This design comes from an exercise in tuning for small area on the open sky130 flow, not from production work.
Function was checked by simulation only, so behaviour that the tests miss may differ from the original.

[design/flow/design.v]
module clz24(x, n);
  input [23:0] x;
  output reg [4:0] n;
  integer i;
  always @(*) begin
    n = 5'd0;
    for (i = 0; i < 24; i = i + 1)
      if (x[i]) n = 5'd23 - i;
  end
endmodule
module div(clk, div_a, div_b, div_z);
  input clk;
  input [31:0] div_a;
  input [31:0] div_b;
  output [31:0] div_z;
  wire [0:0] sign_1 = div_a[31] ^ div_b[31];
  wire a_e0 = div_a[30:23] == 8'd0, a_e1 = div_a[30:23] == 8'hff, a_f0 = div_a[22:0] == 23'd0;
  wire b_e0 = div_b[30:23] == 8'd0, b_e1 = div_b[30:23] == 8'hff, b_f0 = div_b[22:0] == 23'd0;
  wire a_nan = a_e1 & ~a_f0, a_inf = a_e1 & a_f0, a_zero = a_e0 & a_f0;
  wire b_nan = b_e1 & ~b_f0, b_inf = b_e1 & b_f0, b_zero = b_e0 & b_f0;
  wire nan_o = a_nan | b_nan | (a_inf & b_inf) | (a_zero & b_zero);
  wire inf_o = ~nan_o & ~b_inf & (a_inf | b_zero);
  wire zero_o = ~nan_o & ~inf_o & (b_inf | a_zero);
  wire [1:0] code_2 = {inf_o | zero_o, nan_o | zero_o};
  wire [4:0] clz_a, clz_b;
  clz24 u_clz_a (.x({~a_e0, div_a[22:0]}), .n(clz_a));
  clz24 u_clz_b (.x({~b_e0, div_b[22:0]}), .n(clz_b));
  wire [23:0] xa = {~a_e0, div_a[22:0]} << clz_a;
  wire [23:0] xb = {~b_e0, div_b[22:0]} << clz_b;
  wire [22:0] x_3 = xa[22:0];
  wire [22:0] d_4 = xb[22:0];
  wire [9:0] e_5 = ({2'b00, div_a[30:24], div_a[23] | a_e0} - {5'd0, clz_a}) - ({2'b00, div_b[30:24], div_b[23] | b_e0} - {5'd0, clz_b});
  reg [0:0] s1_sign;
  always @(posedge clk) s1_sign <= sign_1;
  reg [1:0] s1_code;
  always @(posedge clk) s1_code <= code_2;
  reg [22:0] s1_x;
  always @(posedge clk) s1_x <= x_3;
  reg [22:0] s1_d;
  always @(posedge clk) s1_d <= d_4;
  reg [9:0] s1_e;
  always @(posedge clk) s1_e <= e_5;
  wire [26:0] ws_6 = {4'b1111, s1_x ~^ s1_d};
  wire [26:0] wc_7 = {3'b000, s1_x & ~s1_d, 1'b1};
  wire [3:0] t_8 = ws_6[25:22] + wc_7[25:22];
  wire pos_9 = ~t_8[3];
  wire neg_10 = t_8[3] & ~(&t_8);
  wire [26:0] A_11 = ({4'b0001, s1_d} ^ {27{pos_9}}) & {27{pos_9 | neg_10}};
  wire [26:0] ps_12 = {ws_6[25:0], 1'b0};
  wire [26:0] pc_13 = {wc_7[25:0], 1'b0};
  wire [26:0] ws_14 = ps_12 ^ pc_13 ^ A_11;
  wire [26:0] mj_15 = (ps_12 & pc_13) | (ps_12 & A_11) | (pc_13 & A_11);
  wire [26:0] wc_16 = {mj_15[25:0], pos_9};
  wire [0:0] qp_17 = pos_9;
  wire [0:0] qn_18 = neg_10;
  wire [3:0] t_19 = ws_14[25:22] + wc_16[25:22];
  wire pos_20 = ~t_19[3];
  wire neg_21 = t_19[3] & ~(&t_19);
  wire [26:0] A_22 = ({4'b0001, s1_d} ^ {27{pos_20}}) & {27{pos_20 | neg_21}};
  wire [26:0] ps_23 = {ws_14[25:0], 1'b0};
  wire [26:0] pc_24 = {wc_16[25:0], 1'b0};
  wire [26:0] ws_25 = ps_23 ^ pc_24 ^ A_22;
  wire [26:0] mj_26 = (ps_23 & pc_24) | (ps_23 & A_22) | (pc_24 & A_22);
  wire [26:0] wc_27 = {mj_26[25:0], pos_20};
  wire [1:0] qp_28 = {qp_17, pos_20};
  wire [1:0] qn_29 = {qn_18, neg_21};
  reg [0:0] s2_sign;
  always @(posedge clk) s2_sign <= s1_sign;
  reg [1:0] s2_code;
  always @(posedge clk) s2_code <= s1_code;
  reg [22:0] s2_d;
  always @(posedge clk) s2_d <= s1_d;
  reg [9:0] s2_e;
  always @(posedge clk) s2_e <= s1_e;
  reg [26:0] s2_ws;
  always @(posedge clk) s2_ws <= ws_25;
  reg [26:0] s2_wc;
  always @(posedge clk) s2_wc <= wc_27;
  reg [1:0] s2_qp;
  always @(posedge clk) s2_qp <= qp_28;
  reg [1:0] s2_qn;
  always @(posedge clk) s2_qn <= qn_29;
  wire [3:0] t_30 = s2_ws[25:22] + s2_wc[25:22];
  wire pos_31 = ~t_30[3];
  wire neg_32 = t_30[3] & ~(&t_30);
  wire [26:0] A_33 = ({4'b0001, s2_d} ^ {27{pos_31}}) & {27{pos_31 | neg_32}};
  wire [26:0] ps_34 = {s2_ws[25:0], 1'b0};
  wire [26:0] pc_35 = {s2_wc[25:0], 1'b0};
  wire [26:0] ws_36 = ps_34 ^ pc_35 ^ A_33;
  wire [26:0] mj_37 = (ps_34 & pc_35) | (ps_34 & A_33) | (pc_35 & A_33);
  wire [26:0] wc_38 = {mj_37[25:0], pos_31};
  wire [2:0] qp_39 = {s2_qp, pos_31};
  wire [2:0] qn_40 = {s2_qn, neg_32};
  wire [3:0] t_41 = ws_36[25:22] + wc_38[25:22];
  wire pos_42 = ~t_41[3];
  wire neg_43 = t_41[3] & ~(&t_41);
  wire [26:0] A_44 = ({4'b0001, s2_d} ^ {27{pos_42}}) & {27{pos_42 | neg_43}};
  wire [26:0] ps_45 = {ws_36[25:0], 1'b0};
  wire [26:0] pc_46 = {wc_38[25:0], 1'b0};
  wire [26:0] ws_47 = ps_45 ^ pc_46 ^ A_44;
  wire [26:0] mj_48 = (ps_45 & pc_46) | (ps_45 & A_44) | (pc_46 & A_44);
  wire [26:0] wc_49 = {mj_48[25:0], pos_42};
  wire [3:0] qp_50 = {qp_39, pos_42};
  wire [3:0] qn_51 = {qn_40, neg_43};
  reg [0:0] s3_sign;
  always @(posedge clk) s3_sign <= s2_sign;
  reg [1:0] s3_code;
  always @(posedge clk) s3_code <= s2_code;
  reg [22:0] s3_d;
  always @(posedge clk) s3_d <= s2_d;
  reg [9:0] s3_e;
  always @(posedge clk) s3_e <= s2_e;
  reg [26:0] s3_ws;
  always @(posedge clk) s3_ws <= ws_47;
  reg [26:0] s3_wc;
  always @(posedge clk) s3_wc <= wc_49;
  reg [3:0] s3_qp;
  always @(posedge clk) s3_qp <= qp_50;
  reg [3:0] s3_qn;
  always @(posedge clk) s3_qn <= qn_51;
  wire [3:0] t_52 = s3_ws[25:22] + s3_wc[25:22];
  wire pos_53 = ~t_52[3];
  wire neg_54 = t_52[3] & ~(&t_52);
  wire [26:0] A_55 = ({4'b0001, s3_d} ^ {27{pos_53}}) & {27{pos_53 | neg_54}};
  wire [26:0] ps_56 = {s3_ws[25:0], 1'b0};
  wire [26:0] pc_57 = {s3_wc[25:0], 1'b0};
  wire [26:0] ws_58 = ps_56 ^ pc_57 ^ A_55;
  wire [26:0] mj_59 = (ps_56 & pc_57) | (ps_56 & A_55) | (pc_57 & A_55);
  wire [26:0] wc_60 = {mj_59[25:0], pos_53};
  wire [4:0] qp_61 = {s3_qp, pos_53};
  wire [4:0] qn_62 = {s3_qn, neg_54};
  wire [3:0] t_63 = ws_58[25:22] + wc_60[25:22];
  wire pos_64 = ~t_63[3];
  wire neg_65 = t_63[3] & ~(&t_63);
  wire [26:0] A_66 = ({4'b0001, s3_d} ^ {27{pos_64}}) & {27{pos_64 | neg_65}};
  wire [26:0] ps_67 = {ws_58[25:0], 1'b0};
  wire [26:0] pc_68 = {wc_60[25:0], 1'b0};
  wire [26:0] ws_69 = ps_67 ^ pc_68 ^ A_66;
  wire [26:0] mj_70 = (ps_67 & pc_68) | (ps_67 & A_66) | (pc_68 & A_66);
  wire [26:0] wc_71 = {mj_70[25:0], pos_64};
  wire [5:0] qp_72 = {qp_61, pos_64};
  wire [5:0] qn_73 = {qn_62, neg_65};
  reg [0:0] s4_sign;
  always @(posedge clk) s4_sign <= s3_sign;
  reg [1:0] s4_code;
  always @(posedge clk) s4_code <= s3_code;
  reg [22:0] s4_d;
  always @(posedge clk) s4_d <= s3_d;
  reg [9:0] s4_e;
  always @(posedge clk) s4_e <= s3_e;
  reg [26:0] s4_ws;
  always @(posedge clk) s4_ws <= ws_69;
  reg [26:0] s4_wc;
  always @(posedge clk) s4_wc <= wc_71;
  reg [5:0] s4_qp;
  always @(posedge clk) s4_qp <= qp_72;
  reg [5:0] s4_qn;
  always @(posedge clk) s4_qn <= qn_73;
  wire [3:0] t_74 = s4_ws[25:22] + s4_wc[25:22];
  wire pos_75 = ~t_74[3];
  wire neg_76 = t_74[3] & ~(&t_74);
  wire [26:0] A_77 = ({4'b0001, s4_d} ^ {27{pos_75}}) & {27{pos_75 | neg_76}};
  wire [26:0] ps_78 = {s4_ws[25:0], 1'b0};
  wire [26:0] pc_79 = {s4_wc[25:0], 1'b0};
  wire [26:0] ws_80 = ps_78 ^ pc_79 ^ A_77;
  wire [26:0] mj_81 = (ps_78 & pc_79) | (ps_78 & A_77) | (pc_79 & A_77);
  wire [26:0] wc_82 = {mj_81[25:0], pos_75};
  wire [6:0] qp_83 = {s4_qp, pos_75};
  wire [6:0] qn_84 = {s4_qn, neg_76};
  wire [3:0] t_85 = ws_80[25:22] + wc_82[25:22];
  wire pos_86 = ~t_85[3];
  wire neg_87 = t_85[3] & ~(&t_85);
  wire [26:0] A_88 = ({4'b0001, s4_d} ^ {27{pos_86}}) & {27{pos_86 | neg_87}};
  wire [26:0] ps_89 = {ws_80[25:0], 1'b0};
  wire [26:0] pc_90 = {wc_82[25:0], 1'b0};
  wire [26:0] ws_91 = ps_89 ^ pc_90 ^ A_88;
  wire [26:0] mj_92 = (ps_89 & pc_90) | (ps_89 & A_88) | (pc_90 & A_88);
  wire [26:0] wc_93 = {mj_92[25:0], pos_86};
  wire [7:0] qp_94 = {qp_83, pos_86};
  wire [7:0] qn_95 = {qn_84, neg_87};
  reg [0:0] s5_sign;
  always @(posedge clk) s5_sign <= s4_sign;
  reg [1:0] s5_code;
  always @(posedge clk) s5_code <= s4_code;
  reg [22:0] s5_d;
  always @(posedge clk) s5_d <= s4_d;
  reg [9:0] s5_e;
  always @(posedge clk) s5_e <= s4_e;
  reg [26:0] s5_ws;
  always @(posedge clk) s5_ws <= ws_91;
  reg [26:0] s5_wc;
  always @(posedge clk) s5_wc <= wc_93;
  reg [7:0] s5_qp;
  always @(posedge clk) s5_qp <= qp_94;
  reg [7:0] s5_qn;
  always @(posedge clk) s5_qn <= qn_95;
  wire [3:0] t_96 = s5_ws[25:22] + s5_wc[25:22];
  wire pos_97 = ~t_96[3];
  wire neg_98 = t_96[3] & ~(&t_96);
  wire [26:0] A_99 = ({4'b0001, s5_d} ^ {27{pos_97}}) & {27{pos_97 | neg_98}};
  wire [26:0] ps_100 = {s5_ws[25:0], 1'b0};
  wire [26:0] pc_101 = {s5_wc[25:0], 1'b0};
  wire [26:0] ws_102 = ps_100 ^ pc_101 ^ A_99;
  wire [26:0] mj_103 = (ps_100 & pc_101) | (ps_100 & A_99) | (pc_101 & A_99);
  wire [26:0] wc_104 = {mj_103[25:0], pos_97};
  wire [8:0] qp_105 = {s5_qp, pos_97};
  wire [8:0] qn_106 = {s5_qn, neg_98};
  wire [3:0] t_107 = ws_102[25:22] + wc_104[25:22];
  wire pos_108 = ~t_107[3];
  wire neg_109 = t_107[3] & ~(&t_107);
  wire [26:0] A_110 = ({4'b0001, s5_d} ^ {27{pos_108}}) & {27{pos_108 | neg_109}};
  wire [26:0] ps_111 = {ws_102[25:0], 1'b0};
  wire [26:0] pc_112 = {wc_104[25:0], 1'b0};
  wire [26:0] ws_113 = ps_111 ^ pc_112 ^ A_110;
  wire [26:0] mj_114 = (ps_111 & pc_112) | (ps_111 & A_110) | (pc_112 & A_110);
  wire [26:0] wc_115 = {mj_114[25:0], pos_108};
  wire [9:0] qp_116 = {qp_105, pos_108};
  wire [9:0] qn_117 = {qn_106, neg_109};
  reg [0:0] s6_sign;
  always @(posedge clk) s6_sign <= s5_sign;
  reg [1:0] s6_code;
  always @(posedge clk) s6_code <= s5_code;
  reg [22:0] s6_d;
  always @(posedge clk) s6_d <= s5_d;
  reg [9:0] s6_e;
  always @(posedge clk) s6_e <= s5_e;
  reg [26:0] s6_ws;
  always @(posedge clk) s6_ws <= ws_113;
  reg [26:0] s6_wc;
  always @(posedge clk) s6_wc <= wc_115;
  reg [9:0] s6_qp;
  always @(posedge clk) s6_qp <= qp_116;
  reg [9:0] s6_qn;
  always @(posedge clk) s6_qn <= qn_117;
  wire [3:0] t_118 = s6_ws[25:22] + s6_wc[25:22];
  wire pos_119 = ~t_118[3];
  wire neg_120 = t_118[3] & ~(&t_118);
  wire [26:0] A_121 = ({4'b0001, s6_d} ^ {27{pos_119}}) & {27{pos_119 | neg_120}};
  wire [26:0] ps_122 = {s6_ws[25:0], 1'b0};
  wire [26:0] pc_123 = {s6_wc[25:0], 1'b0};
  wire [26:0] ws_124 = ps_122 ^ pc_123 ^ A_121;
  wire [26:0] mj_125 = (ps_122 & pc_123) | (ps_122 & A_121) | (pc_123 & A_121);
  wire [26:0] wc_126 = {mj_125[25:0], pos_119};
  wire [10:0] qp_127 = {s6_qp, pos_119};
  wire [10:0] qn_128 = {s6_qn, neg_120};
  wire [3:0] t_129 = ws_124[25:22] + wc_126[25:22];
  wire pos_130 = ~t_129[3];
  wire neg_131 = t_129[3] & ~(&t_129);
  wire [26:0] A_132 = ({4'b0001, s6_d} ^ {27{pos_130}}) & {27{pos_130 | neg_131}};
  wire [26:0] ps_133 = {ws_124[25:0], 1'b0};
  wire [26:0] pc_134 = {wc_126[25:0], 1'b0};
  wire [26:0] ws_135 = ps_133 ^ pc_134 ^ A_132;
  wire [26:0] mj_136 = (ps_133 & pc_134) | (ps_133 & A_132) | (pc_134 & A_132);
  wire [26:0] wc_137 = {mj_136[25:0], pos_130};
  wire [11:0] qp_138 = {qp_127, pos_130};
  wire [11:0] qn_139 = {qn_128, neg_131};
  reg [0:0] s7_sign;
  always @(posedge clk) s7_sign <= s6_sign;
  reg [1:0] s7_code;
  always @(posedge clk) s7_code <= s6_code;
  reg [22:0] s7_d;
  always @(posedge clk) s7_d <= s6_d;
  reg [9:0] s7_e;
  always @(posedge clk) s7_e <= s6_e;
  reg [26:0] s7_ws;
  always @(posedge clk) s7_ws <= ws_135;
  reg [26:0] s7_wc;
  always @(posedge clk) s7_wc <= wc_137;
  reg [11:0] s7_qp;
  always @(posedge clk) s7_qp <= qp_138;
  reg [11:0] s7_qn;
  always @(posedge clk) s7_qn <= qn_139;
  wire [3:0] t_140 = s7_ws[25:22] + s7_wc[25:22];
  wire pos_141 = ~t_140[3];
  wire neg_142 = t_140[3] & ~(&t_140);
  wire [26:0] A_143 = ({4'b0001, s7_d} ^ {27{pos_141}}) & {27{pos_141 | neg_142}};
  wire [26:0] ps_144 = {s7_ws[25:0], 1'b0};
  wire [26:0] pc_145 = {s7_wc[25:0], 1'b0};
  wire [26:0] ws_146 = ps_144 ^ pc_145 ^ A_143;
  wire [26:0] mj_147 = (ps_144 & pc_145) | (ps_144 & A_143) | (pc_145 & A_143);
  wire [26:0] wc_148 = {mj_147[25:0], pos_141};
  wire [12:0] qp_149 = {s7_qp, pos_141};
  wire [12:0] qn_150 = {s7_qn, neg_142};
  wire [3:0] t_151 = ws_146[25:22] + wc_148[25:22];
  wire pos_152 = ~t_151[3];
  wire neg_153 = t_151[3] & ~(&t_151);
  wire [26:0] A_154 = ({4'b0001, s7_d} ^ {27{pos_152}}) & {27{pos_152 | neg_153}};
  wire [26:0] ps_155 = {ws_146[25:0], 1'b0};
  wire [26:0] pc_156 = {wc_148[25:0], 1'b0};
  wire [26:0] ws_157 = ps_155 ^ pc_156 ^ A_154;
  wire [26:0] mj_158 = (ps_155 & pc_156) | (ps_155 & A_154) | (pc_156 & A_154);
  wire [26:0] wc_159 = {mj_158[25:0], pos_152};
  wire [13:0] qp_160 = {qp_149, pos_152};
  wire [13:0] qn_161 = {qn_150, neg_153};
  reg [0:0] s8_sign;
  always @(posedge clk) s8_sign <= s7_sign;
  reg [1:0] s8_code;
  always @(posedge clk) s8_code <= s7_code;
  reg [22:0] s8_d;
  always @(posedge clk) s8_d <= s7_d;
  reg [9:0] s8_e;
  always @(posedge clk) s8_e <= s7_e;
  reg [26:0] s8_ws;
  always @(posedge clk) s8_ws <= ws_157;
  reg [26:0] s8_wc;
  always @(posedge clk) s8_wc <= wc_159;
  reg [13:0] s8_qp;
  always @(posedge clk) s8_qp <= qp_160;
  reg [13:0] s8_qn;
  always @(posedge clk) s8_qn <= qn_161;
  wire [3:0] t_162 = s8_ws[25:22] + s8_wc[25:22];
  wire pos_163 = ~t_162[3];
  wire neg_164 = t_162[3] & ~(&t_162);
  wire [26:0] A_165 = ({4'b0001, s8_d} ^ {27{pos_163}}) & {27{pos_163 | neg_164}};
  wire [26:0] ps_166 = {s8_ws[25:0], 1'b0};
  wire [26:0] pc_167 = {s8_wc[25:0], 1'b0};
  wire [26:0] ws_168 = ps_166 ^ pc_167 ^ A_165;
  wire [26:0] mj_169 = (ps_166 & pc_167) | (ps_166 & A_165) | (pc_167 & A_165);
  wire [26:0] wc_170 = {mj_169[25:0], pos_163};
  wire [14:0] qp_171 = {s8_qp, pos_163};
  wire [14:0] qn_172 = {s8_qn, neg_164};
  wire [3:0] t_173 = ws_168[25:22] + wc_170[25:22];
  wire pos_174 = ~t_173[3];
  wire neg_175 = t_173[3] & ~(&t_173);
  wire [26:0] A_176 = ({4'b0001, s8_d} ^ {27{pos_174}}) & {27{pos_174 | neg_175}};
  wire [26:0] ps_177 = {ws_168[25:0], 1'b0};
  wire [26:0] pc_178 = {wc_170[25:0], 1'b0};
  wire [26:0] ws_179 = ps_177 ^ pc_178 ^ A_176;
  wire [26:0] mj_180 = (ps_177 & pc_178) | (ps_177 & A_176) | (pc_178 & A_176);
  wire [26:0] wc_181 = {mj_180[25:0], pos_174};
  wire [15:0] qp_182 = {qp_171, pos_174};
  wire [15:0] qn_183 = {qn_172, neg_175};
  reg [0:0] s9_sign;
  always @(posedge clk) s9_sign <= s8_sign;
  reg [1:0] s9_code;
  always @(posedge clk) s9_code <= s8_code;
  reg [22:0] s9_d;
  always @(posedge clk) s9_d <= s8_d;
  reg [9:0] s9_e;
  always @(posedge clk) s9_e <= s8_e;
  reg [26:0] s9_ws;
  always @(posedge clk) s9_ws <= ws_179;
  reg [26:0] s9_wc;
  always @(posedge clk) s9_wc <= wc_181;
  reg [15:0] s9_qp;
  always @(posedge clk) s9_qp <= qp_182;
  reg [15:0] s9_qn;
  always @(posedge clk) s9_qn <= qn_183;
  wire [3:0] t_184 = s9_ws[25:22] + s9_wc[25:22];
  wire pos_185 = ~t_184[3];
  wire neg_186 = t_184[3] & ~(&t_184);
  wire [26:0] A_187 = ({4'b0001, s9_d} ^ {27{pos_185}}) & {27{pos_185 | neg_186}};
  wire [26:0] ps_188 = {s9_ws[25:0], 1'b0};
  wire [26:0] pc_189 = {s9_wc[25:0], 1'b0};
  wire [26:0] ws_190 = ps_188 ^ pc_189 ^ A_187;
  wire [26:0] mj_191 = (ps_188 & pc_189) | (ps_188 & A_187) | (pc_189 & A_187);
  wire [26:0] wc_192 = {mj_191[25:0], pos_185};
  wire [16:0] qp_193 = {s9_qp, pos_185};
  wire [16:0] qn_194 = {s9_qn, neg_186};
  wire [3:0] t_195 = ws_190[25:22] + wc_192[25:22];
  wire pos_196 = ~t_195[3];
  wire neg_197 = t_195[3] & ~(&t_195);
  wire [26:0] A_198 = ({4'b0001, s9_d} ^ {27{pos_196}}) & {27{pos_196 | neg_197}};
  wire [26:0] ps_199 = {ws_190[25:0], 1'b0};
  wire [26:0] pc_200 = {wc_192[25:0], 1'b0};
  wire [26:0] ws_201 = ps_199 ^ pc_200 ^ A_198;
  wire [26:0] mj_202 = (ps_199 & pc_200) | (ps_199 & A_198) | (pc_200 & A_198);
  wire [26:0] wc_203 = {mj_202[25:0], pos_196};
  wire [17:0] qp_204 = {qp_193, pos_196};
  wire [17:0] qn_205 = {qn_194, neg_197};
  reg [0:0] s10_sign;
  always @(posedge clk) s10_sign <= s9_sign;
  reg [1:0] s10_code;
  always @(posedge clk) s10_code <= s9_code;
  reg [22:0] s10_d;
  always @(posedge clk) s10_d <= s9_d;
  reg [9:0] s10_e;
  always @(posedge clk) s10_e <= s9_e;
  reg [26:0] s10_ws;
  always @(posedge clk) s10_ws <= ws_201;
  reg [26:0] s10_wc;
  always @(posedge clk) s10_wc <= wc_203;
  reg [17:0] s10_qp;
  always @(posedge clk) s10_qp <= qp_204;
  reg [17:0] s10_qn;
  always @(posedge clk) s10_qn <= qn_205;
  wire [3:0] t_206 = s10_ws[25:22] + s10_wc[25:22];
  wire pos_207 = ~t_206[3];
  wire neg_208 = t_206[3] & ~(&t_206);
  wire [26:0] A_209 = ({4'b0001, s10_d} ^ {27{pos_207}}) & {27{pos_207 | neg_208}};
  wire [26:0] ps_210 = {s10_ws[25:0], 1'b0};
  wire [26:0] pc_211 = {s10_wc[25:0], 1'b0};
  wire [26:0] ws_212 = ps_210 ^ pc_211 ^ A_209;
  wire [26:0] mj_213 = (ps_210 & pc_211) | (ps_210 & A_209) | (pc_211 & A_209);
  wire [26:0] wc_214 = {mj_213[25:0], pos_207};
  wire [18:0] qp_215 = {s10_qp, pos_207};
  wire [18:0] qn_216 = {s10_qn, neg_208};
  wire [3:0] t_217 = ws_212[25:22] + wc_214[25:22];
  wire pos_218 = ~t_217[3];
  wire neg_219 = t_217[3] & ~(&t_217);
  wire [26:0] A_220 = ({4'b0001, s10_d} ^ {27{pos_218}}) & {27{pos_218 | neg_219}};
  wire [26:0] ps_221 = {ws_212[25:0], 1'b0};
  wire [26:0] pc_222 = {wc_214[25:0], 1'b0};
  wire [26:0] ws_223 = ps_221 ^ pc_222 ^ A_220;
  wire [26:0] mj_224 = (ps_221 & pc_222) | (ps_221 & A_220) | (pc_222 & A_220);
  wire [26:0] wc_225 = {mj_224[25:0], pos_218};
  wire [19:0] qp_226 = {qp_215, pos_218};
  wire [19:0] qn_227 = {qn_216, neg_219};
  reg [0:0] s11_sign;
  always @(posedge clk) s11_sign <= s10_sign;
  reg [1:0] s11_code;
  always @(posedge clk) s11_code <= s10_code;
  reg [22:0] s11_d;
  always @(posedge clk) s11_d <= s10_d;
  reg [9:0] s11_e;
  always @(posedge clk) s11_e <= s10_e;
  reg [26:0] s11_ws;
  always @(posedge clk) s11_ws <= ws_223;
  reg [26:0] s11_wc;
  always @(posedge clk) s11_wc <= wc_225;
  reg [19:0] s11_qp;
  always @(posedge clk) s11_qp <= qp_226;
  reg [19:0] s11_qn;
  always @(posedge clk) s11_qn <= qn_227;
  wire [3:0] t_228 = s11_ws[25:22] + s11_wc[25:22];
  wire pos_229 = ~t_228[3];
  wire neg_230 = t_228[3] & ~(&t_228);
  wire [26:0] A_231 = ({4'b0001, s11_d} ^ {27{pos_229}}) & {27{pos_229 | neg_230}};
  wire [26:0] ps_232 = {s11_ws[25:0], 1'b0};
  wire [26:0] pc_233 = {s11_wc[25:0], 1'b0};
  wire [26:0] ws_234 = ps_232 ^ pc_233 ^ A_231;
  wire [26:0] mj_235 = (ps_232 & pc_233) | (ps_232 & A_231) | (pc_233 & A_231);
  wire [26:0] wc_236 = {mj_235[25:0], pos_229};
  wire [20:0] qp_237 = {s11_qp, pos_229};
  wire [20:0] qn_238 = {s11_qn, neg_230};
  wire [3:0] t_239 = ws_234[25:22] + wc_236[25:22];
  wire pos_240 = ~t_239[3];
  wire neg_241 = t_239[3] & ~(&t_239);
  wire [26:0] A_242 = ({4'b0001, s11_d} ^ {27{pos_240}}) & {27{pos_240 | neg_241}};
  wire [26:0] ps_243 = {ws_234[25:0], 1'b0};
  wire [26:0] pc_244 = {wc_236[25:0], 1'b0};
  wire [26:0] ws_245 = ps_243 ^ pc_244 ^ A_242;
  wire [26:0] mj_246 = (ps_243 & pc_244) | (ps_243 & A_242) | (pc_244 & A_242);
  wire [26:0] wc_247 = {mj_246[25:0], pos_240};
  wire [21:0] qp_248 = {qp_237, pos_240};
  wire [21:0] qn_249 = {qn_238, neg_241};
  reg [0:0] s12_sign;
  always @(posedge clk) s12_sign <= s11_sign;
  reg [1:0] s12_code;
  always @(posedge clk) s12_code <= s11_code;
  reg [22:0] s12_d;
  always @(posedge clk) s12_d <= s11_d;
  reg [9:0] s12_e;
  always @(posedge clk) s12_e <= s11_e;
  reg [26:0] s12_ws;
  always @(posedge clk) s12_ws <= ws_245;
  reg [26:0] s12_wc;
  always @(posedge clk) s12_wc <= wc_247;
  reg [21:0] s12_qp;
  always @(posedge clk) s12_qp <= qp_248;
  reg [21:0] s12_qn;
  always @(posedge clk) s12_qn <= qn_249;
  wire [3:0] t_250 = s12_ws[25:22] + s12_wc[25:22];
  wire pos_251 = ~t_250[3];
  wire neg_252 = t_250[3] & ~(&t_250);
  wire [26:0] A_253 = ({4'b0001, s12_d} ^ {27{pos_251}}) & {27{pos_251 | neg_252}};
  wire [26:0] ps_254 = {s12_ws[25:0], 1'b0};
  wire [26:0] pc_255 = {s12_wc[25:0], 1'b0};
  wire [26:0] ws_256 = ps_254 ^ pc_255 ^ A_253;
  wire [26:0] mj_257 = (ps_254 & pc_255) | (ps_254 & A_253) | (pc_255 & A_253);
  wire [26:0] wc_258 = {mj_257[25:0], pos_251};
  wire [22:0] qp_259 = {s12_qp, pos_251};
  wire [22:0] qn_260 = {s12_qn, neg_252};
  wire [3:0] t_261 = ws_256[25:22] + wc_258[25:22];
  wire pos_262 = ~t_261[3];
  wire neg_263 = t_261[3] & ~(&t_261);
  wire [26:0] A_264 = ({4'b0001, s12_d} ^ {27{pos_262}}) & {27{pos_262 | neg_263}};
  wire [26:0] ps_265 = {ws_256[25:0], 1'b0};
  wire [26:0] pc_266 = {wc_258[25:0], 1'b0};
  wire [26:0] ws_267 = ps_265 ^ pc_266 ^ A_264;
  wire [26:0] mj_268 = (ps_265 & pc_266) | (ps_265 & A_264) | (pc_266 & A_264);
  wire [26:0] wc_269 = {mj_268[25:0], pos_262};
  wire [23:0] qp_270 = {qp_259, pos_262};
  wire [23:0] qn_271 = {qn_260, neg_263};
  reg [0:0] s13_sign;
  always @(posedge clk) s13_sign <= s12_sign;
  reg [1:0] s13_code;
  always @(posedge clk) s13_code <= s12_code;
  reg [22:0] s13_d;
  always @(posedge clk) s13_d <= s12_d;
  reg [9:0] s13_e;
  always @(posedge clk) s13_e <= s12_e;
  reg [26:0] s13_ws;
  always @(posedge clk) s13_ws <= ws_267;
  reg [26:0] s13_wc;
  always @(posedge clk) s13_wc <= wc_269;
  reg [23:0] s13_qp;
  always @(posedge clk) s13_qp <= qp_270;
  reg [23:0] s13_qn;
  always @(posedge clk) s13_qn <= qn_271;
  wire [3:0] t_272 = s13_ws[25:22] + s13_wc[25:22];
  wire pos_273 = ~t_272[3];
  wire neg_274 = t_272[3] & ~(&t_272);
  wire [26:0] A_275 = ({4'b0001, s13_d} ^ {27{pos_273}}) & {27{pos_273 | neg_274}};
  wire [26:0] ps_276 = {s13_ws[25:0], 1'b0};
  wire [26:0] pc_277 = {s13_wc[25:0], 1'b0};
  wire [26:0] ws_278 = ps_276 ^ pc_277 ^ A_275;
  wire [26:0] mj_279 = (ps_276 & pc_277) | (ps_276 & A_275) | (pc_277 & A_275);
  wire [26:0] wc_280 = {mj_279[25:0], pos_273};
  wire [24:0] qp_281 = {s13_qp, pos_273};
  wire [24:0] qn_282 = {s13_qn, neg_274};
  wire [3:0] t_283 = ws_278[25:22] + wc_280[25:22];
  wire pos_284 = ~t_283[3];
  wire neg_285 = t_283[3] & ~(&t_283);
  wire [26:0] A_286 = ({4'b0001, s13_d} ^ {27{pos_284}}) & {27{pos_284 | neg_285}};
  wire [26:0] ps_287 = {ws_278[25:0], 1'b0};
  wire [26:0] pc_288 = {wc_280[25:0], 1'b0};
  wire [26:0] ws_289 = ps_287 ^ pc_288 ^ A_286;
  wire [26:0] mj_290 = (ps_287 & pc_288) | (ps_287 & A_286) | (pc_288 & A_286);
  wire [26:0] wc_291 = {mj_290[25:0], pos_284};
  wire [25:0] qp_292 = {qp_281, pos_284};
  wire [25:0] qn_293 = {qn_282, neg_285};
  reg [0:0] s14_sign;
  always @(posedge clk) s14_sign <= s13_sign;
  reg [1:0] s14_code;
  always @(posedge clk) s14_code <= s13_code;
  reg [22:0] s14_d;
  always @(posedge clk) s14_d <= s13_d;
  reg [9:0] s14_e;
  always @(posedge clk) s14_e <= s13_e;
  reg [26:0] s14_ws;
  always @(posedge clk) s14_ws <= ws_289;
  reg [26:0] s14_wc;
  always @(posedge clk) s14_wc <= wc_291;
  reg [25:0] s14_qp;
  always @(posedge clk) s14_qp <= qp_292;
  reg [25:0] s14_qn;
  always @(posedge clk) s14_qn <= qn_293;
  wire [26:0] rem_294 = s14_ws + s14_wc;
  wire [26:0] remd_295 = rem_294 + {4'b0001, s14_d};
  wire [0:0] nz_296 = rem_294[26] ? (|remd_295) : (|rem_294);
  wire [26:0] q_297 = {1'b1, s14_qp} + {1'b1, ~s14_qn} + {26'd0, ~rem_294[26]};
  reg [0:0] s15_sign;
  always @(posedge clk) s15_sign <= s14_sign;
  reg [1:0] s15_code;
  always @(posedge clk) s15_code <= s14_code;
  reg [9:0] s15_e;
  always @(posedge clk) s15_e <= s14_e;
  reg [0:0] s15_nz;
  always @(posedge clk) s15_nz <= nz_296;
  reg [26:0] s15_q;
  always @(posedge clk) s15_q <= q_297;
  wire under = $signed(s15_e) < -10'sd126;
  wire [9:0] sh = -10'sd126 - s15_e;
  wire [4:0] sha = (sh[9:5] != 5'd0) ? 5'd31 : sh[4:0];
  wire norm = ~under & ~s15_q[26] & (s15_e != -10'sd126);
  wire [26:0] q2 = under ? (s15_q >> sha) : norm ? {s15_q[25:0], 1'b0} : s15_q;
  wire [9:0] e1 = under ? -10'sd126 : norm ? s15_e - 10'd1 : s15_e;
  wire up = q2[2] & (q2[1] | q2[0] | s15_nz | q2[3]);
  wire [24:0] mr = {1'b0, q2[26:3]} + {24'd0, up};
  wire [9:0] field = mr[24] ? e1 + 10'd128 : mr[23] ? e1 + 10'd127 : 10'd0;
  wire ovf = ~field[9] & (field[8] | (&field[7:0]));
  wire [31:0] z_298 = (s15_code == 2'b01) ? {s15_sign, 31'h7fc00000} : ((s15_code == 2'b10) | ((s15_code == 2'b00) & ovf)) ? {s15_sign, 31'h7f800000} : (s15_code == 2'b11) ? {s15_sign, 31'd0} : {s15_sign, field[7:0], mr[22:0]};
  reg [31:0] s16_z;
  always @(posedge clk) s16_z <= z_298;
  reg [31:0] zd1;
  always @(posedge clk) zd1 <= s16_z;
  reg [31:0] zd2;
  always @(posedge clk) zd2 <= zd1;
  reg [31:0] zd3;
  always @(posedge clk) zd3 <= zd2;
  reg [31:0] zd4;
  always @(posedge clk) zd4 <= zd3;
  reg [31:0] zd5;
  always @(posedge clk) zd5 <= zd4;
  reg [31:0] zd6;
  always @(posedge clk) zd6 <= zd5;
  reg [31:0] zd7;
  always @(posedge clk) zd7 <= zd6;
  reg [31:0] zd8;
  always @(posedge clk) zd8 <= zd7;
  reg [31:0] zd9;
  always @(posedge clk) zd9 <= zd8;
  reg [31:0] zd10;
  always @(posedge clk) zd10 <= zd9;
  reg [31:0] zd11;
  always @(posedge clk) zd11 <= zd10;
  reg [31:0] zd12;
  always @(posedge clk) zd12 <= zd11;
  reg [31:0] zd13;
  always @(posedge clk) zd13 <= zd12;
  reg [31:0] zd14;
  always @(posedge clk) zd14 <= zd13;
  reg [31:0] zd15;
  always @(posedge clk) zd15 <= zd14;
  reg [31:0] zd16;
  always @(posedge clk) zd16 <= zd15;
  reg [31:0] zd17;
  always @(posedge clk) zd17 <= zd16;
  reg [31:0] zd18;
  always @(posedge clk) zd18 <= zd17;
  reg [31:0] zd19;
  always @(posedge clk) zd19 <= zd18;
  reg [31:0] zd20;
  always @(posedge clk) zd20 <= zd19;
  assign div_z = zd20;
endmodule
[design/flow/run.sh]
#!/bin/bash
# synth_recipe.tcl (not shown) runs the flow's synth.tcl, then flattens the netlist and writes it again
# the make line also repeats each setting of config.mk as NAME=value (left out here)
make -C /OpenROAD-flow-scripts/flow DESIGN_CONFIG=/design/flow/config.mk WORK_HOME=/design/flow/orfs CLKGATE_MAP_FILE= SYNTH_SCRIPT=/design/flow/synth_recipe.tcl finish
[design/flow/config.mk]
export PLATFORM = sky130hd
export DESIGN_NAME = div
export DESIGN_NICKNAME = div
export VERILOG_FILES = /design/flow/design.v
export SDC_FILE = /design/flow/constraint.sdc
export NUM_CORES = 4
export LEC_CHECK = 0
export CAP_MARGIN = 20
export CORE_MARGIN = 2
export CORE_UTILIZATION = 40
export SLEW_MARGIN = 20
[design/flow/constraint.sdc]
create_clock -name core_clock -period 6.5 [get_ports {clk}]
set_input_delay 1.3000 -clock core_clock [delete_from_list [all_inputs] [get_ports {clk}]]
set_output_delay 1.3000 -clock core_clock [all_outputs]
set_load 0.01 [all_outputs]
==> results.yml, run 1 <==
place:
  port_buffers: 96
  place.gp.congestion: 0.8463
  dpl.hpwl_mm: 121.4
  dpl.cell_count: 10010
clocking:
  cts_made_buffers: 216
  hold_buffers: 0
  numClockSinks: 2256
  insertion_delay_ps: 850
  cts_tree: "built"
  ctsRootBufferMaster: "clkbuf_16"
  clk_pin_slew_worst_paths_ps: 60
  cts-htree-levels: 4
  clockBufferDepth: 3
routing:
  routed_via_density: 4.562
  post_drt_wl_per_cell_um: 15.15
  firstDrtPassIters: 5
  drc: 0
  vias: 47540
  ant_nets: 0
  detail_route.wirelength_mm: 157.9
  drtIter0Drc: 1906
global_routing:
  grt_pass1_vias: 49480
  grt_max_degree: 43
  grt_pass1_wl_mm: 260.8
  antenna_found_initial: 3
  grt_util_all_layers_pct: 15.61
  grt_remaining_overflow: 0
critical_path:
  crit_fanout: 24
  rr_startpoint: "s15_e[0]"
  cp-startpoint: "s15_e[0]"
  crit_path_start_kind: "flop"
  cp_data_required_time_ps: 7270
  crit_path_end_kind: "flop"
  r2r_slack_ps: 490
  worstSetupPathType: "flop to flop"
  worstPathArrival_ps: 6770
finish:
  fin_nets: 8478
  fillerInstances: 18390
  syn2layout_area_growth_pct: 15.35
  final_cells: 10420
  utilization_pct: 46.44
  antenna_cells: 0
  drive_gt1_share_pct: 7.472
timing:
  fin_crit_sh_pct: 92.39
  worst_pin_slew_ps: 1131
  hold_violations: 0
  fin_skew_ps: 65.75
  fin_crit_ps: 6005
  fmax_ghz: 0.1665
  setup_viol: 0
  maxSlewHeadroom_pct: 24.00
  finalMaxSlewViolations: 0
  rsz0062_at_grt: "no"
  hold-worst-slack_ps: 298.7
status:
  status: "complete, no violations"
synth:
  synth_area_um2: 81380
  postSynthAreaPerCell_um2: 11.17
  synth.area.mux_share_pct: 1.485
  seq_area_frac_synth_pct: 55.50
  syn_nets: 8202
  synthSimpleGateAreaFrac_pct: 7.090
  synth_compound_area_share_pct: 8.520
  synthCells: 7284
  ys_ff_latch: 2256
  synthAdderAreaFrac_pct: 18.81
  synth-main-ff-cell: "dfxtp_1"
  synthXorXnorAreaFrac_pct: 2.282
  yosysUniqueCellTypes: 85
  synth_top_family_by_area: "adder cells"
  ys.warnings.count: 2
  synth-async-reset-ratio_pct: 0
  synth_edf_count: 0
die:
  ios: 97
  core.rowCount: 165
  die-height_um: 455.0
  die_w_um: 455.0
  core_area_um2: 202100
  dieArea_um2: 207100
  start_util_pct: 40.26
min_path:
  holdCritPathClass: "flop to flop"
  hp-start: "s13_qp[1]"
job:
  drv_cap: 0
kinds of logic after synthesis:
| logic type | count (synthesis) |
|---|---|
| adders and majority gates | 853 |
| DFF | 2256 |
| other | 2 |
| AOI/OAI and AO/OA | 1190 |
| and+or+nand+nor | 1296 |
| xor gates and xnor gates | 212 |
| buffers and inverters | 1357 |
| muxes | 118 |
per-layer routing:
layer	wire length, um	GRT usage [%]
met1	66060	18.02
met5	13	0
met2	80850	28.61
met3	5231	2.494
met4	5718	6.317
layout make-up:
class	count	area, um2	share of cell area, %
Multi-Input combinational cell	3671	31350	33.39
Timing Repair Buffer	234	2038	2.171
Clock inverter	98	1309	1.394
Clock buffer	309	6237	6.645
Sequential cell	2256	45160	48.11
Tap cell	2672	3343	3.562
Inverter	1181	4433	4.723
registers in the layout, summed over array words and instances, names as in the netlist, 32 cells and up:
name	cells
s16_z	32
zd10	32
zd11	32
zd12	32
zd13	32
zd14	32
zd15	32
zd16	32
zd17	32
zd18	32
zd19	32
zd1	32
zd20	32
zd2	32
zd3	32
zd4	32
zd5	32
zd6	32
zd7	32
zd8	32
zd9	32
synthesized netlist by cell type, types with 33 or more instances:
cell      count  share of area, %
fa_1        617                15
nor4_1       34              0.26
nor2_1      706               3.3
a21oi_1     667               4.1
a21o_1       52              0.48
clkbuf_1    156              0.72
nor3_1       78              0.48
dfxtp_1    2256                55
nand3_1      73              0.45
ha_1        236               3.6
mux2i_1      99               1.2
xor2_1       83              0.89
nand2_1     220               1.0
o21ai_0     198               1.2
xnor2_1     129               1.4
and3_1       33              0.25
inv_1      1175               5.4
final timing paths:
check        depth (start not counted)         to
max                                 20  s16_z[29]
min                                  0  s14_qp[3]
max reg2reg                         20  s16_z[29]
min reg2reg                          0  s14_qp[3]
critical path, cell delays in order (launching register included):
cell	delay, ps
dfxtp_1	380
buf_4	250
a2111o_1	480
mux2_4	460
nor4_4	1000
o21ai_0	220
o22ai_1	350
o32a_1	240
o21ai_1	100
nor2_1	180
ha_1	180
inv_1	50
a31oi_1	180
nand2_1	150
nor4_4	330
inv_1	120
or3_1	380
o21a_1	150
o41ai_4	370
buf_4	230
o2bb2ai_1	120
placed cells by master, fill, tap and decap left out, drive strengths merged, types with 129 or more instances in the layout:
master / netlist / layout
dfxtp: 2256 / 2256
inv: 1179 / 1188
nor2: 706 / 706
a21oi: 667 / 667
fa: 617 / 617
clkbuf: 156 / 309
ha: 236 / 236
nand2: 220 / 220
o21ai: 199 / 199
buf: 20 / 138
xnor2: 129 / 129
metrics by stage:
stage               cell area (um2)  worst slack (ps)  TNS (ps)
floorplan                     81380             790.2         0
global placement              86270            -381.3     -1049
detailed placement            86270            -195.2    -532.0
global route                  93870             12.84         0
finish                        93870             494.6         0
CTS                           93820             33.65         0
timing repair:
action                                  4_1_cts  5_1_grt
pin swaps                                     1        2
endpoints found under the setup margin        3        5
resized for setup                             2        9
setup buffers                                 0        0
gates cloned                                  0        0
==> run 2: changes to the inputs <==
--- a/design/flow/config.mk
+++ b/design/flow/config.mk
@@ -8,4 +8,5 @@
 export CAP_MARGIN = 20
 export CORE_MARGIN = 2
 export CORE_UTILIZATION = 40
+export CTS_BUF_LIST = sky130_fd_sc_hd__clkbuf_4
 export SLEW_MARGIN = 20
==> run 2 against run 1 <==
Synthesized cell count unchanged. Final area fell by 0.43%. Critical path type unchanged.
==> results.yml, run 2 <==
global_routing:
  grt_pass1_vias: 52630
  grt_pass1_wl_mm: 266.3
  antenna_found_initial: 9
  grt_util_all_layers_pct: 15.91
  grt_remaining_overflow: 0
  grt_max_degree: 43
place:
  dpl.cell_count: 10010
  place.gp.congestion: 0.8463
  placed_area_um2: 86270
  port_buffers: 96
  dpl_worst_slack_ps: -195.2
  dpl.hpwl_mm: 121.4
die:
  dieArea_um2: 207100
  core_area_um2: 202100
  ios: 97
  start_util_pct: 40.26
  die-height_um: 455.0
  core.rowCount: 165
  die_w_um: 455.0
critical_path:
  crit_family: "compound AO/OA/AOI/OAI gates"
  crit_path_end_kind: "flop"
  cp-startpoint: "s15_e[0]"
  endpoint: "s16_z[26]"
  crit_chain: "buf_4 > a2111o_1 > mux2_4 > nor4_4 > o21ai_0 > o22ai_1 > o32a_1 > o21ai_1 > nor2_1 > ha_1 > inv_1 > a31oi_1 > nand2_1 > nor4_4 > inv_1 > or3_1 > o21a_1 > o41ai_4 > buf_4 > o2bb2ai_1"
  crit_fanout: 24
  crit_cells: 20
  r2r_slack_ps: 440
  max_stage_delay_ps: 1000
  cp_data_required_time_ps: 7680
  worstSetupPathType: "flop to flop"
  worstPathArrival_ps: 7230
  cpMaxStageDelayCell: "nor4_4"
  worst_r2r_path_depth: 20
  rr_startpoint: "s15_e[0]"
  crit_path_start_kind: "flop"
  worstReg2RegEnd: "s16_z[26]"
  cp_num_buf_inv: 4
synth:
  ys_ff_latch: 2256
  ys.warnings.count: 2
  synth-async-reset-ratio_pct: 0
  yosysTopAreaCell: "dfxtp_1"
  synth_edf_count: 0
  syn_nets: 8202
  synth_most_common_cell: "dfxtp_1"
  synthCells: 7284
  synth_area_leaders: "dfxtp_1 55%, fa_1 15%, inv_1 5.4%"
  synth_top_area_share_pct: 55.50
  synth-main-ff-cell: "dfxtp_1"
  yosysUniqueCellTypes: 85
  postSynthAreaPerCell_um2: 11.17
  synth_area_um2: 81380
  seq_area_frac_synth_pct: 55.50
  synthTopCellsByCount: "2256 x dfxtp_1, 1175 x inv_1, 706 x nor2_1, 667 x a21oi_1, 617 x fa_1"
routing:
  routed_via_density: 4.534
  drc: 0
  ant_nets: 0
  detail_route.wirelength_mm: 160.3
  met2WireLength_mm: 82.73
  highest_layer: "met5"
  drtIter0Drc: 1969
  firstDrtPassIters: 7
  post_drt_wl_per_cell_um: 14.61
  met3_length_mm: 6.714
  met1_length_mm: 65.28
  vias: 49760
timing:
  worst_pin_slew_ps: 1126
  fin_crit_sh_pct: 93.17
  rsz0062_at_grt: "no"
  setup_viol: 0
  fin_ws_ps: 443.8
  fin_skew_ps: 93.42
  hold-worst-slack_ps: 277.7
  hold_violations: 0
  fin_crit_ps: 6056
  maxSlewHeadroom_pct: 24.34
  fmax_ghz: 0.1651
  finalMaxSlewViolations: 0
clocking:
  cts_tree: "built"
  insertion_delay_ps: 1310
  cts-htree-levels: 6
  clk_pin_slew_worst_paths_ps: 60
  cts_made_buffers: 572
  clockBufferDepth: 4
  cts_setup_buffers: 0
  numClockSinks: 2256
  ctsRootBufferMaster: "clkbuf_4"
finish:
  syn2layout_area_growth_pct: 14.86
  multi_input_area_um2: 31350
  mostFrequentLayoutCells: "2256 x dfxtp_1, 1175 x inv_1, 826 x clkbuf_4"
  layout.area.seq_um2: 45160
  postLayoutCellArea_um2: 93470
  layout_commonest_cell: "dfxtp_1"
  final_cells: 10980
  fin_nets: 8834
  drive_gt1_share_pct: 13.13
  fillerInstances: 18730
min_path:
  holdCritPathClass: "flop to flop"
  hp-start: "s11_qn[1]"
status:
  status: "complete, no violations"
job:
  drv_cap: 0
run 2: stage by stage:
stage          util [%]  TNS (ps)
2_1_floorplan         -         0
3_3_place_gp      42.68     -1049
3_5_place_dp      42.68    -532.0
4_1_cts           46.21         0
5_1_grt           46.24         0
6_report          46.25         0
run 2: worst min path at each step:
stage | to | slack (ps) | cells after the start
after detailed placement | s10_qn[12] | 310 | 0
after global placement | zd2[30] | 310 | 0
after floorplan | s10_code[0] | 310 | 0
after global routing | zd3[7] | 230 | 0
final | s12_qn[3] | 280 | 0
after CTS | zd3[7] | 240 | 0
run 2: cells by family after synthesis:
group	synth area share, %
fa+ha+maj	18.81
flops	55.50
other cells	0.009229
compound gates	8.520
xor+xnor	2.282
buf+inv	6.309
mux	1.485
simple gates	7.090
run 2: worst register-to-register path: stages, from the launching register on:
cell and delay [ps]:
dfxtp_1 380, buf_4 250, a2111o_1 480, mux2_4 460, nor4_4 1010, o21ai_0 220
o22ai_1 350, o32a_1 240, o21ai_1 100, nor2_1 170, ha_1 170, inv_1 50
a31oi_1 180, nand2_1 150, nor4_4 340, inv_1 130, or3_1 390, o21a_1 150
o41ai_4 370, buf_4 230, o2bb2ai_1 120
run 2: cell type report:
| type | instances | share of cell area, % |
|---|---|---|
| antenna | 8 | 0.02142 |
| clock inverter | 127 | 0.9906 |
| inverter | 1181 | 4.743 |
| clock buffer | 826 | 6.634 |
| timing repair buffer | 234 | 2.181 |
| multi-input combinational | 3671 | 33.54 |
| tap | 2672 | 3.577 |
| sequential | 2256 | 48.32 |
run 2: per-layer routing:
metal	up-vias	GRT usage (%)
met5	-	0
met1	23640	17.42
li1	24790	-
met4	8	7.378
met2	955	28.90
met3	362	3.772
run 2: timing repair:
item	in CTS	in global routing
resized for setup	2	9
hold buffers	0	0
pin swaps	1	2
endpoints found under the setup margin	3	5
==> run 3: changes to the inputs <==
--- a/design/flow/config.mk
+++ b/design/flow/config.mk
@@ -7,6 +7,6 @@
 export LEC_CHECK = 0
 export CAP_MARGIN = 20
 export CORE_MARGIN = 2
-export CORE_UTILIZATION = 40
-export CTS_BUF_LIST = sky130_fd_sc_hd__clkbuf_4
+export CORE_UTILIZATION = 60
+export CTS_BUF_LIST = sky130_fd_sc_hd__clkbuf_2 sky130_fd_sc_hd__clkbuf_4 sky130_fd_sc_hd__clkbuf_8
 export SLEW_MARGIN = 20
==> run 3 against run 2 <==
Still clean on timing, DRC and antenna. Non-clock buffer count shrank 24. Hold slack lost 26 ps. Largest cell class unchanged.
==> results.yml, run 3 <==
status:
  status: "complete, no violations"
finish:
  drive_gt1_share_pct: 9.958
  syn2layout_area_growth_pct: 13.68
  final_cells: 9697
  layout_commonest_cell: "dfxtp_1"
  mostFrequentLayoutCells: "2256 x dfxtp_1, 1175 x inv_1, 706 x nor2_1"
  multi_input_area_um2: 31340
  utilization_pct: 68.55
  fin_nets: 8589
  layout.area.seq_um2: 45160
  fillerInstances: 9936
critical_path:
  crit_path_start_kind: "flop"
  worstPathArrival_ps: 6890
  crit_path_end_kind: "flop"
  crit_fanout: 3
  worstSetupPathType: "flop to flop"
  max_stage_delay_ps: 390
  rr_startpoint: "s14_qp[0]"
  cp_common_cell: "buf_4"
  cp-startpoint: "s14_qp[0]"
  cp_data_required_time_ps: 7360
  cpMaxStageDelayCell: "fa_1"
place:
  port_buffers: 96
  place.gp.congestion: 0.9046
  dpl_worst_slack_ps: 46.24
  dpl.hpwl_mm: 121.1
  dpl.cell_count: 9097
synth:
  syn_nets: 8202
  yosysTopAreaCell: "dfxtp_1"
  ys_ff_latch: 2256
  postSynthAreaPerCell_um2: 11.17
  synth_area_um2: 81380
  synthTopCellsByCount: "2256 x dfxtp_1, 1175 x inv_1, 706 x nor2_1, 667 x a21oi_1, 617 x fa_1"
  yosysUniqueCellTypes: 85
  synth_top_area_share_pct: 55.50
  synth-main-ff-cell: "dfxtp_1"
  synth_most_common_cell: "dfxtp_1"
  ys.warnings.count: 2
  synth-async-reset-ratio_pct: 0
  synth_area_leaders: "dfxtp_1 55%, fa_1 15%, inv_1 5.4%"
  synth_edf_count: 0
  seq_area_frac_synth_pct: 55.50
  synthCells: 7284
clocking:
  numClockSinks: 2256
  hold_buffers: 0
  ctsRootBufferMaster: "clkbuf_8"
  insertion_delay_ps: 1020
  cts_made_buffers: 351
  clockBufferDepth: 4
  clk_pin_slew_worst_paths_ps: 60
  cts-htree-levels: 5
  cts_tree: "built"
routing:
  drtIter0Drc: 2234
  vias: 48590
  firstDrtPassIters: 7
  routed_via_density: 5.011
  detail_route.wirelength_mm: 161.9
  post_drt_wl_per_cell_um: 16.69
  drc: 0
  ant_nets: 0
timing:
  worst_pin_slew_ps: 1053
  fin_ws_ps: 466.1
  fin_crit_ps: 6034
  fin_crit_sh_pct: 92.83
  fmax_ghz: 0.1657
  finalMaxSlewViolations: 0
  fin_tns_setup_ps: 0
  maxSlewHeadroom_pct: 29.04
  hold_violations: 0
  hold-worst-slack_ps: 251.9
  fin_skew_ps: 110.4
  setup_viol: 0
  rsz0062_at_grt: "no"
die:
  start_util_pct: 60.30
  dieArea_um2: 138600
  ios: 97
  core.rowCount: 135
  die_w_um: 372.3
  core_area_um2: 135000
  die-height_um: 372.3
min_path:
  holdCritPathClass: "flop to flop"
  hp-start: "zd2[30]"
global_routing:
  grt_util_all_layers_pct: 23.83
  grt_max_degree: 44
  grt_pass1_vias: 50510
  grt_pass1_wl_mm: 260.7
  antenna_found_initial: 2
  grt_remaining_overflow: 0
job:
  drv_cap: 0
[run 3: cell count changes in the layout (fill, tap and decap cells not counted), moves of 8 or more]
| cell | before | now |
|---|---|---|
| clkbuf_4 | 826 | 92 |
| clkinv_2 | 12 | 37 |
| buf_4 | 134 | 108 |
| clkbuf_8 | 0 | 440 |
| clkinv_1 | 85 | 2 |
| inv_2 | 12 | 4 |
[run 3: logic make-up (layout without fill, tap and decap cells)]
group | count (synthesis) | after routing | share of synthesized area, %
buffers and inverters | 1357 | 1986 | 6.309
DFF | 2256 | 2256 | 55.50
adders and majority gates | 853 | 853 | 18.81
AOI/OAI and AO/OA | 1190 | 1190 | 8.520
muxes | 118 | 118 | 1.485
xor gates and xnor gates | 212 | 212 | 2.282
other | 2 | 5 | 0.009229
and+or+nand+nor | 1296 | 1296 | 7.090
[run 3: repair_timing]
item,CTS,global route
setup endpoints to repair,2,4
pin swaps,0,3
setup buffers,0,1
gates resized for setup,1,9
[run 3: path summary, 6_finish.rpt]
path / slack [ps] / cells past startpoint / end
hold reg to reg: 250 / 0 / zd3[30]
setup reg to reg: 470 / 30 / s15_q[24]
hold / removal: 250 / 0 / zd3[30]
setup / recovery: 470 / 30 / s15_q[24]
[run 3: per-stage QoR]
step           area, um2
4_1_cts            92450
2_1_floorplan      81380
3_3_place_gp       84990
3_5_place_dp       84990
6_report           92510
5_1_grt            92510
[run 3: layer usage]
metal | up-vias | wire, um | global-route usage, %
li1 | 23930 | - | -
met1 | 23310 | 66510 | 27.59
met2 | 949 | 82930 | 43.04
met3 | 407 | 5323 | 3.521
met4 | 0 | 7117 | 11.60
met5 | - | 0 | 0
[run 3: layout make-up]
| class | count | area share [%] |
|---|---|---|
| sequential | 2256 | 48.82 |
| multi-input combinational | 3671 | 33.87 |
| clock buffer | 532 | 7.293 |
| inverter | 1181 | 4.792 |
| tap | 1781 | 2.409 |
| timing repair buffer | 210 | 2.040 |
| clock inverter | 63 | 0.7682 |
| antenna | 3 | 0.008115 |
[run 3: worst max-delay path, delay by kind of cell, from the launching register on]
kind | cells | cell delay [ps]
compound gates | 15 | 2920
fa+ha+maj | 4 | 1080
simple gates | 5 | 650
buf+inv | 4 | 600
xor+xnor | 2 | 340
flops | 1 | 310

what the ideal ports hide:
The flow's constraints put no driver on any port. The routed layouts listed below were extracted and timed again, unchanged, in two steps. Step 1 (the two cells are an assumption about what drives the block):
set clk [get_ports {clk}]
set_driving_cell -lib_cell sky130_fd_sc_hd__clkbuf_16 $clk
set_driving_cell -lib_cell sky130_fd_sc_hd__buf_2 [delete_from_list [all_inputs] $clk]
Step 2 adds t to the input delays and takes it off the output delays; t is the mean of the earliest and latest rising clock arrival at the registers after step 1. Input paths then give back, and output paths get back, about the clock's delay inside the block. Slacks: no drivers / after step 1 / after step 2; pairs: no drivers / after step 1.
| run | t (ns) | setup slack, ns | worst setup path after step 2 | worst data-port slew with drivers (ns) |
|---|---|---|---|---|
| run 1 | 0.895 | 0.495 / 0.495 / 0.495 | register to register | 0.07 |
| run 2 | 1.342 | 0.444 / 0.444 / 0.444 | register to register | 0.07 |
| run 3 | 1.041 | 0.466 / 0.466 / 0.466 | register to register | 0.06 |
After both steps every run listed still meets setup and hold.
